This is an optimization exercise on Yosys and OpenROAD, whose aim is small area, not a production implementation. Function was checked by simulation only, so behaviour that the tests miss may differ from the original. No activity file was given, so power comes from the tool's default toggle rates.

==> flow/design.v, too long to show whole: its modules and the start of the top module <==
// module two_stage_combined_functional_unit: 2546 lines
// module tia_cpa: 412 lines
// module tia_fa: 4 lines
// module tia_ha: 4 lines
// module tia_bseln: 4 lines
// module tia_bsel: 4 lines
module two_stage_combined_functional_unit
    (input logic clock,  
     input logic reset,  
     input logic enable,  
     input logic [5:0] op,  
     input logic [31:0] operand_0,
     input logic [31:0] operand_1,
     input logic [31:0] operand_2,
     output logic [31:0] result);
  // ...
==> flow/flow/run.sh <==
#!/bin/bash
# Standard ORFS layout (the standard.sh), with one change in synthesis: the
# modules named in flow/area_modules.txt (Booth selector cell, final adder, ...) are
# technology-mapped by ABC with an area-oriented script (strash; dch; map -a) before
# the standard ABC call maps the rest. Each step's output goes to its own log file.
set -euo pipefail
W=$(pwd)
rm -rf "$W/myscripts"
cp -r "$FLOW_HOME/scripts" "$W/myscripts"
printf 'strash\ndch\nmap -a\n' > "$W/myscripts/abc_map_a.script"
python3 - "$W/myscripts/synth.tcl" > "$W/patch.log" 2>&1 <<'PY'
import sys
p = sys.argv[1]
s = open(p).read()
old = "  log_cmd abc {*}$abc_args\n"
assert s.count(old) == 1
new = """  if { [info exists ::env(AREA_MAP_MODULES)] } {
    set area_args [lreplace $abc_args 1 1 $::env(SCRIPTS_DIR)/abc_map_a.script]
    foreach m $::env(AREA_MAP_MODULES) {
      log_cmd abc {*}$area_args $m
    }
  }
  log_cmd abc {*}$abc_args
"""
open(p, "w").write(s.replace(old, new))
print("patched", p)
PY
export AREA_MAP_MODULES="$(cat "$W/flow/area_modules.txt")"
bash standard.sh SCRIPTS_DIR="$W/myscripts" synth > "$W/synth.log" 2>&1
bash standard.sh "BUFFER_PORTS_ARGS=-buffer_cell sky130_fd_sc_hd__buf_1" finish > "$W/layout.log" 2>&1
==> flow/flow/area_modules.txt <==
tia_bsel tia_bseln tia_cpa two_stage_combined_functional_unit
==> flow/standard.sh <==
#!/bin/bash
# synth_recipe.tcl (not shown) runs the flow's synth.tcl, then flattens the netlist and writes it again
# the make line also repeats each setting of config.mk as NAME=value (left out here)
make -C /OpenROAD-flow-scripts/flow DESIGN_CONFIG=/design/flow/config.mk WORK_HOME=/design/flow/orfs CLKGATE_MAP_FILE= SYNTH_SCRIPT=/design/flow/synth_recipe.tcl "${@:-finish}"
==> flow/config.mk <==
export PLATFORM = sky130hd
export DESIGN_NAME = two_stage_combined_functional_unit
export DESIGN_NICKNAME = two_stage_combined_functional_unit
export VERILOG_FILES = /design/flow/design.v
export SDC_FILE = /design/flow/constraint.sdc
export NUM_CORES = 4
export LEC_CHECK = 0
export ABC_AREA = 1
export CAP_MARGIN = 5
export CORE_MARGIN = 2
export CORE_UTILIZATION = 60
export CTS_BUF_LIST = sky130_fd_sc_hd__clkbuf_4 sky130_fd_sc_hd__clkbuf_8
export PLACE_DENSITY = 0.7
export SETUP_SLACK_MARGIN = 0.35
export SLEW_MARGIN = 5
export SYNTH_HIERARCHICAL = 1
export SYNTH_MINIMUM_KEEP_SIZE = 0
==> flow/constraint.sdc <==
create_clock -name core_clock -period 13.0 [get_ports {clock}]
set_input_delay 2.6000 -clock core_clock [delete_from_list [all_inputs] [get_ports {clock}]]
set_output_delay 2.6000 -clock core_clock [all_outputs]
set_load 0.01 [all_outputs]
==> impl_results.html, run 1 <==
<table>
<tr><th>Metric</th><th>Value</th></tr>
<tr><th colspan="2">Outcome</th></tr>
<tr><td>Run status</td><td>timing/DRC/antenna clean</td></tr>
<tr><th colspan="2">Finish</th></tr>
<tr><td>Most used cells in the layout excluding fill and tap cells</td><td>sky130_fd_sc_hd__a22oi_1 (589), sky130_fd_sc_hd__xnor2_1 (539), sky130_fd_sc_hd__fa_1 (532)</td></tr>
<tr><td>Antenna Cells</td><td>6</td></tr>
<tr><td>Largest register by flop count</td><td>result</td></tr>
<tr><td>Most common library cell in the layout ignoring fill and taps</td><td>sky130_fd_sc_hd__a22oi_1</td></tr>
<tr><th colspan="2">STA</th></tr>
<tr><td>Relative slew margins</td><td>between 15 and 20%</td></tr>
<tr><td>Worst hold-check slack</td><td>approximately 0.54 ns</td></tr>
<tr><td>Final setup violation count</td><td>0</td></tr>
<tr><td>Upper clock frequency limit</td><td>0.0796 GHz</td></tr>
<tr><th colspan="2">Global route</th></tr>
<tr><td>Total Routing Usage GR</td><td>roughly three fifths</td></tr>
<tr><td>Wire length of the first global-routing pass</td><td>roughly 210,000 um</td></tr>
<tr><td>Met1 Resource Use GR</td><td>around two thirds</td></tr>
<tr><td>Overall overflow remaining after global route</td><td>0</td></tr>
<tr><th colspan="2">Detailed routing</th></tr>
<tr><td>Via count</td><td>approximately 32,000</td></tr>
<tr><td>Wire length per cell</td><td>35.8 um</td></tr>
<tr><td>Drt first pass iters</td><td>19</td></tr>
<tr><th colspan="2">Clock network</th></tr>
<tr><td>Worst-path clk slew</td><td>around 0.08 ns</td></tr>
<tr><td>CTS HTree Levels</td><td>2</td></tr>
<tr><td>Clock Sinks</td><td>32</td></tr>
<tr><th colspan="2">Die</th></tr>
<tr><td>Horizontal die dimension</td><td>~220 um</td></tr>
<tr><th colspan="2">Critical path</th></tr>
<tr><td>Number of cell instances on the worst register-to-register path</td><td>2</td></tr>
<tr><td>Buf/Inv on CP</td><td>10</td></tr>
<tr><th colspan="2">Power and ir drop</th></tr>
<tr><td>Combinational share of power</td><td>roughly 93%</td></tr>
<tr><td>Sw Share</td><td>around 64%</td></tr>
<tr><th colspan="2">Placed design</th></tr>
<tr><td>Post-Place Worst Slack</td><td>-0.0632 ns</td></tr>
<tr><th colspan="2">Synth</th></tr>
<tr><td>Most area-consuming cells after synthesis</td><td>sky130_fd_sc_hd__fa_1 (38%), sky130_fd_sc_hd__xnor2_1 (17%), sky130_fd_sc_hd__a22oi_1 (16%), sky130_fd_sc_hd__ha_1 (6.1%), sky130_fd_sc_hd__a21oi_1 (3.3%)</td></tr>
<tr><td>Post-synthesis share of cell area spent on xor and xnor gates</td><td>~18%</td></tr>
<tr><td>Post-synthesis compound-gate area fraction</td><td>around 26%</td></tr>
<tr><td>Number of synthesized register bits</td><td>32</td></tr>
</table>
==> run 2: changes to the inputs <==
--- a/flow/flow/run.sh
+++ b/flow/flow/run.sh
@@ -3,5 +3,7 @@
 # modules named in flow/area_modules.txt (Booth selector cell, final adder, ...) are
 # technology-mapped by ABC with an area-oriented script (strash; dch; map -a) before
-# the standard ABC call maps the rest. Each step's output goes to its own log file.
+# the standard ABC call maps the rest. Before global placement, flow/prebuf.tcl drives
+# each high-fanout net through one buf_2, so that max-cap/max-slew repair does not
+# build larger buffer trees. Each step's output goes to its own log file.
 set -euo pipefail
 W=$(pwd)
@@ -28,3 +30,4 @@
 export AREA_MAP_MODULES="$(cat "$W/flow/area_modules.txt")"
 bash standard.sh SCRIPTS_DIR="$W/myscripts" synth > "$W/synth.log" 2>&1
-bash standard.sh "BUFFER_PORTS_ARGS=-buffer_cell sky130_fd_sc_hd__buf_1" finish > "$W/layout.log" 2>&1
+export PRE_GLOBAL_PLACE_TCL="$W/flow/prebuf.tcl"
+bash standard.sh "BUFFER_PORTS_ARGS=-buffer_cell sky130_fd_sc_hd__buf_1" "PRE_GLOBAL_PLACE_TCL=$W/flow/prebuf.tcl" finish > "$W/layout.log" 2>&1
==> flow/flow/prebuf.tcl (new file) <==
# Drive every high-fanout signal net through one buf_2 (0.32 pF) right after its
# gate, so that max-cap/max-slew repair does not have to build buffer trees.
set pb_thr 20
set pb_block [ord::get_db_block]
set pb_nets {}
foreach net [$pb_block getNets] {
  set st [$net getSigType]
  if {$st eq "POWER" || $st eq "GROUND" || $st eq "CLOCK"} { continue }
  if {[llength [$net getBTerms]] > 0} { continue }
  set drv ""
  set loads 0
  foreach it [$net getITerms] {
    if {[$it isOutputSignal]} { set drv $it } elseif {[$it isInputSignal]} { incr loads }
  }
  if {$drv eq "" || $loads < $pb_thr} { continue }
  set mname [[[$drv getInst] getMaster] getName]
  if {[string match "*buf*" $mname] || [string match "*df*" $mname]} { continue }
  lappend pb_nets [$net getName]
}
foreach n $pb_nets {
  insert_buffer -buffer_cell sky130_fd_sc_hd__buf_2 -net [get_nets $n]
}
puts "prebuf: buffered [llength $pb_nets] nets with at least $pb_thr loads"
--- a/flow/config.mk
+++ b/flow/config.mk
@@ -11,4 +11,5 @@
 export CORE_UTILIZATION = 60
 export CTS_BUF_LIST = sky130_fd_sc_hd__clkbuf_4 sky130_fd_sc_hd__clkbuf_8
+export GPL_TIMING_DRIVEN = 0
 export PLACE_DENSITY = 0.7
 export SETUP_SLACK_MARGIN = 0.35
==> impl_results.html, run 2 <==
<table>
<tr><th>Metric</th><th>Value</th></tr>
<tr><th colspan="2">STA</th></tr>
<tr><td>Setup repair after global routing missed its margin</td><td>yes (was no)</td></tr>
<tr><td>Setup slack after layout</td><td>0.441 ns (was 0.438 ns)</td></tr>
<tr><td>Largest clock skew in the final design</td><td>0 ns (unchanged)</td></tr>
<tr><td>Count of final hold-check violations</td><td>0 (unchanged)</td></tr>
<tr><td>Part of the cycle the worst path needs</td><td>96.6% (about the same)</td></tr>
<tr><td>Worst hold-check slack</td><td>0.534 ns (was 0.535 ns)</td></tr>
<tr><td>Slew at the pin closest to its max-slew limit</td><td>1.39 ns (was 1.26 ns)</td></tr>
<tr><td>Upper clock frequency limit</td><td>0.0796 GHz (about the same)</td></tr>
<tr><td>Minimum period implied by the final worst setup slack</td><td>12.56 ns (about the same)</td></tr>
<tr><td>Relative slew margins</td><td>7.31% (was 15.1%)</td></tr>
<tr><td>Fin. max-slew vios</td><td>0 (unchanged)</td></tr>
<tr><td>Final setup violation count</td><td>0 (unchanged)</td></tr>
<tr><th colspan="2">Power and ir drop</th></tr>
<tr><td>Highest ir drop seen on vdd</td><td>118 uV (was 130 uV)</td></tr>
<tr><td>Pwr per Cell Area</td><td>105 nW/um2 (was 100 nW/um2)</td></tr>
<tr><td>Total power of the final layout</td><td>3.26 mW (about the same)</td></tr>
<tr><td>Static leakage</td><td>11.5 nW (was 12.2 nW)</td></tr>
<tr><th colspan="2">Global route</th></tr>
<tr><td>Vias in the first global route</td><td>32,600 (about the same)</td></tr>
<tr><td>Overall overflow remaining after global route</td><td>0 (unchanged)</td></tr>
<tr><td>Pin count of the biggest net entering global routing</td><td>49 (was 36)</td></tr>
<tr><td>Wire length of the first global-routing pass</td><td>208,000 um (was 212,000 um)</td></tr>
<tr><td>Antenna violations before repair</td><td>8 (was 10)</td></tr>
<tr><td>Total Routing Usage GR</td><td>57.6% (was 58.9%)</td></tr>
<tr><th colspan="2">Min path</th></tr>
<tr><td>Worst-case hold path end point</td><td>result[0]$_SDFFE_PP0P_ (was result[18]$_SDFFE_PP0P_)</td></tr>
<tr><td>Number of stages on the worst hold path</td><td>2 (unchanged)</td></tr>
<tr><td>Worst hold path startpoint</td><td>result[0]$_SDFFE_PP0P_ (was result[18]$_SDFFE_PP0P_)</td></tr>
<tr><td>Tightest Hold Check Type</td><td>reg2reg (unchanged)</td></tr>
<tr><th colspan="2">Synth</th></tr>
<tr><td>Mapped Area</td><td>28,300 um2 (unchanged)</td></tr>
<tr><td>Count of yosys warnings during synthesis</td><td>7 (unchanged)</td></tr>
<tr><td>Register area share after synthesis</td><td>2.26% (unchanged)</td></tr>
<tr><td>Cell variety after synth</td><td>40 (unchanged)</td></tr>
<tr><td>Number of cells produced by synthesis</td><td>3,087 (unchanged)</td></tr>
<tr><td>Most used standard cell by instance count after synthesis</td><td>sky130_fd_sc_hd__a22oi_1 (unchanged)</td></tr>
<tr><td>Most area-consuming cells after synthesis</td><td>sky130_fd_sc_hd__fa_1 (38%), sky130_fd_sc_hd__xnor2_1 (17%), sky130_fd_sc_hd__a22oi_1 (16%), sky130_fd_sc_hd__ha_1 (6.1%), sky130_fd_sc_hd__a21oi_1 (3.3%) (unchanged)</td></tr>
<tr><td>Synthesized area divided by synthesized cell count</td><td>9.17 um2 (unchanged)</td></tr>
<tr><td>Leading area contributor after synthesis</td><td>sky130_fd_sc_hd__fa_1 (unchanged)</td></tr>
<tr><td>Primary flip-flop cell chosen by synthesis mapping</td><td>sky130_fd_sc_hd__dfxtp_1 (unchanged)</td></tr>
<tr><td>Proportion of netlist area held by the largest area contributor</td><td>37.6% (unchanged)</td></tr>
<tr><td>Share of synthesized flip-flops with an asynchronous set or reset</td><td>0% (unchanged)</td></tr>
<tr><td>Ranking of synthesized cells by instance count</td><td>sky130_fd_sc_hd__a22oi_1 (589), sky130_fd_sc_hd__xnor2_1 (539), sky130_fd_sc_hd__fa_1 (532), sky130_fd_sc_hd__clkinv_1 (247), sky130_fd_sc_hd__nor2_1 (210) (unchanged)</td></tr>
<tr><td>Count of flip-flops with a built-in enable after synthesis</td><td>0 (unchanged)</td></tr>
<tr><td>Number of synthesized register bits</td><td>32 (unchanged)</td></tr>
<tr><th colspan="2">Die</th></tr>
<tr><td>Standard-cell rows</td><td>79 (unchanged)</td></tr>
<tr><td>Number of top-level pins</td><td>137 (unchanged)</td></tr>
<tr><td>Area of the core region</td><td>46,600 um2 (unchanged)</td></tr>
<tr><td>Full die area</td><td>48,900 um2 (unchanged)</td></tr>
<tr><td>Horizontal die dimension</td><td>221 um (unchanged)</td></tr>
<tr><td>Effective utilization at floorplan</td><td>60.8% (unchanged)</td></tr>
<tr><td>Vertical die dimension</td><td>221 um (unchanged)</td></tr>
<tr><th colspan="2">Flow run</th></tr>
<tr><td>Reported max-cap violation count</td><td>0 (unchanged)</td></tr>
<tr><th colspan="2">Critical path</th></tr>
<tr><td>Data arrival time of the worst path</td><td>12.72 ns (was 12.74 ns)</td></tr>
<tr><td>Endpoint class of the critical path</td><td>register (unchanged)</td></tr>
<tr><td>Worst path most repeated cell</td><td>sky130_fd_sc_hd__fa_1 (unchanged)</td></tr>
<tr><td>Peak fanout along the critical path</td><td>34 (was 20)</td></tr>
<tr><td>Crit path required time</td><td>13.16 ns (was 13.18 ns)</td></tr>
<tr><td>Worst Setup Start Kind</td><td>input port (unchanged)</td></tr>
<tr><td>Worst setup path startpoint</td><td>operand_1[29] (was operand_1[7])</td></tr>
<tr><td>Critical path type</td><td>in2reg (unchanged)</td></tr>
<tr><td>Worst r2r src</td><td>result[1]$_SDFFE_PP0P_ (was result[13]$_SDFFE_PP0P_)</td></tr>
<tr><td>Slowest CP cell</td><td>sky130_fd_sc_hd__fa_1 (was sky130_fd_sc_hd__or4_2)</td></tr>
<tr><td>Number of cell instances on the worst register-to-register path</td><td>2 (unchanged)</td></tr>
<tr><td>Destination of the worst register-to-register timing path</td><td>result[1]$_SDFFE_PP0P_ (was result[13]$_SDFFE_PP0P_)</td></tr>
<tr><td>Largest stage delay on the critical path</td><td>0.71 ns (was 0.68 ns)</td></tr>
<tr><td>R2r setup slk</td><td>12.27 ns (was 12.09 ns)</td></tr>
<tr><th colspan="2">Clock network</th></tr>
<tr><td>Worst-skew pair later-pin latency</td><td>0.28 ns (was 0.31 ns)</td></tr>
<tr><td>CTS HTree Levels</td><td>2 (unchanged)</td></tr>
<tr><td>Worst-path clk slew</td><td>0.07 ns (was 0.08 ns)</td></tr>
<tr><td>Number of buffers on the longest clock path</td><td>2 (unchanged)</td></tr>
<tr><td>Clock Sinks</td><td>32 (unchanged)</td></tr>
<tr><td>Clock tree from TritonCTS</td><td>done (unchanged)</td></tr>
<tr><td>Inserted Clock Buffers</td><td>5 (unchanged)</td></tr>
<tr><td>Clock root buffer</td><td>sky130_fd_sc_hd__clkbuf_8 (unchanged)</td></tr>
<tr><th colspan="2">Detailed routing</th></tr>
<tr><td>Post-detailed-route DRC marker count</td><td>0 (unchanged)</td></tr>
<tr><td>Drt first pass iters</td><td>10 (was 19)</td></tr>
<tr><td>Via count</td><td>31,500 (was 31,600)</td></tr>
<tr><td>Vias/cell</td><td>7.98 (was 7.75)</td></tr>
<tr><td>Remaining antenna violation count</td><td>0 (unchanged)</td></tr>
<tr><td>Wire length per cell</td><td>36.6 um (was 35.8 um)</td></tr>
<tr><td>Number of design-rule violations left by the first detailed-router iteration</td><td>5,670 (was 6,602)</td></tr>
<tr><td>Total detailed-routing wirelength</td><td>145,000 um (was 146,000 um)</td></tr>
<tr><th colspan="2">Placed design</th></tr>
<tr><td>Number of input and output port buffers inserted</td><td>136 (unchanged)</td></tr>
<tr><td>Placed wire-length estimate</td><td>94,600 um (was 110,000 um)</td></tr>
<tr><td>Weighted congestion at the end of routability-driven global placement</td><td>1.12 (was 1.18)</td></tr>
<tr><td>Post-Place Worst Slack</td><td>-1.23 ns (was -0.0632 ns)</td></tr>
<tr><th colspan="2">Finish</th></tr>
<tr><td>Most used cells in the layout excluding fill and tap cells</td><td>sky130_fd_sc_hd__a22oi_1 (588), sky130_fd_sc_hd__xnor2_1 (539), sky130_fd_sc_hd__fa_1 (532) (was sky130_fd_sc_hd__a22oi_1 (589), sky130_fd_sc_hd__xnor2_1 (539), sky130_fd_sc_hd__fa_1 (532))</td></tr>
<tr><td>Largest register by flop count</td><td>result (unchanged)</td></tr>
<tr><td>Largest registers</td><td>result: 32 flops (unchanged)</td></tr>
<tr><td>Most common library cell in the layout ignoring fill and taps</td><td>sky130_fd_sc_hd__a22oi_1 (unchanged)</td></tr>
<tr><td>Area grow syn2layout</td><td>9.72% (was 14.5%)</td></tr>
<tr><td>Flip-flop count of the largest register, all copies and words added</td><td>32 (unchanged)</td></tr>
<tr><td>Final layout net count</td><td>4,113 (was 4,241)</td></tr>
<tr><td>Ratio of cells with drive above 1 in the final layout</td><td>4.49% (was 9.23%)</td></tr>
<tr><td>Fillcell total</td><td>3,830 (was 3,536)</td></tr>
<tr><th colspan="2">Outcome</th></tr>
<tr><td>Run status</td><td>timing/DRC/antenna clean (unchanged)</td></tr>
</table>
-- run 2: worst max path at each step --
stage | end | slack [ns] | depth (start not counted)
6_report | result[31]$_SDFFE_PP0P_ | 0.44 | 37
5_1_grt | result[0]$_SDFFE_PP0P_ | 0.26 | 36
4_1_cts | result[0]$_SDFFE_PP0P_ | 0.29 | 37
3_5_place_dp | result[0]$_SDFFE_PP0P_ | -1.23 | 34
3_3_place_gp | result[30]$_SDFFE_PP0P_ | -1.71 | 33
2_1_floorplan | result[31]$_SDFFE_PP0P_ | 0.35 | 28
-- run 2: worst max-delay path: cells and delay by family --
kind	cells	cell delay [ns]
simple gates	8	1.71
compound gates	11	2.47
fa+ha+maj	9	4.05
buf+inv	7	1.41
xor+xnor	2	0.41
-- run 2: repair_timing --
item                       CTS  global route
gates cloned                 0             1
setup endpoints to repair   22            18
gates resized for setup     96            89
pin swaps                    0             3
hold buffers                 0             0
buffers inserted             0             2
-- run 2: metal layers --
metal | GRT usage (%) | vias to the layer above | wire [um] | part of all wire (%)
li1 | - | 11700 | - | -
met5 | 3.71 | - | 265 | 0.18
met3 | 29.3 | 1214 | 26100 | 18
met1 | 66.0 | 14900 | 45600 | 32
met4 | 47.7 | 16 | 15600 | 11
met2 | 79.7 | 3651 | 57000 | 39
-- run 2: power by group --
part,switching [mW],total (mW),internal [mW]
clock,0.0382,0.106,0.0676
combinational,2.12,3.04,0.924
sequential,0.00553,0.114,0.109
total,2.16,3.26,1.10
-- run 2: per-module statistics from Yosys (local to each module, per instance) --
module	cells	cell area [um2]
tia_bsel	2	16.3
tia_bseln	2	16.3
tia_cpa	312	2600
tia_fa	1	20.0
tia_ha	1	12.5
two_stage_combined_functional_unit	1173	6540
-- run 2: kinds of logic after synthesis --
kind of cell	synth area share [%]
AO/OA/AOI/OAI	25.6
other	0.0132
flip-flops	2.26
buffers and inverters	3.28
XOR/XNOR	17.9
adder cells (fa/ha/maj)	43.7
AND/OR/NAND/NOR	7.24
-- run 2: final cells by class --
class / instances / area, um2 / area share, %
diodes: 4 / 10.0 / 0.0322
clock buffers: 7 / 96.3 / 0.310
clock inverters: 1 / 30.0 / 0.0967
inverters: 247 / 933 / 3.01
multi-input cells: 2812 / 26900 / 86.7
flip-flops and latches: 32 / 641 / 2.06
well taps: 607 / 759 / 2.45
repair buffers: 241 / 1670 / 5.39
-- run 2: metrics by stage --
stage	util [%]	instance area, um2	cells	setup TNS (ns)
6_report	66.7	31100	3951	0
5_1_grt	66.7	31000	3948	0
4_1_cts	65.7	30600	3944	0
2_1_floorplan	-	28300	3091	0
3_3_place_gp	64.7	30100	3932	-22.04
3_5_place_dp	64.8	30200	3936	-8.81

port drivers added, routing unchanged:
The results above use ideal ports. As a check the final layouts listed here were re-extracted and re-timed, cells and wires unchanged. Step 1, drivers: a clkbuf_16 drives clock and a buf_2 each remaining input, both assumed. Step 2 moves the port delays by t, midway between the first and last clock arrival at a register: inputs arrive t later, outputs are due t later. That takes back most of the time a late clock gives input paths. Three values: ideal, step 1, step 2; two values: the first two.
run	t (ns)	slack for setup (ns)	worst hold slack (ns)	worst setup path at the end	worst register clock-pin slew, ns
run 1	0.340	0.438 / 0.437 / 0.097	0.535 / 0.535 / 0.535	input to register	0.09 / 0.09
run 2	0.314	0.441 / 0.439 / 0.126	0.534 / 0.534 / 0.534	input to register	0.07 / 0.07
After both steps every run listed still meets setup and hold. The setup slack of run 1, which loses most, moves by -0.001 ns with the drivers and by -0.341 ns with both steps.
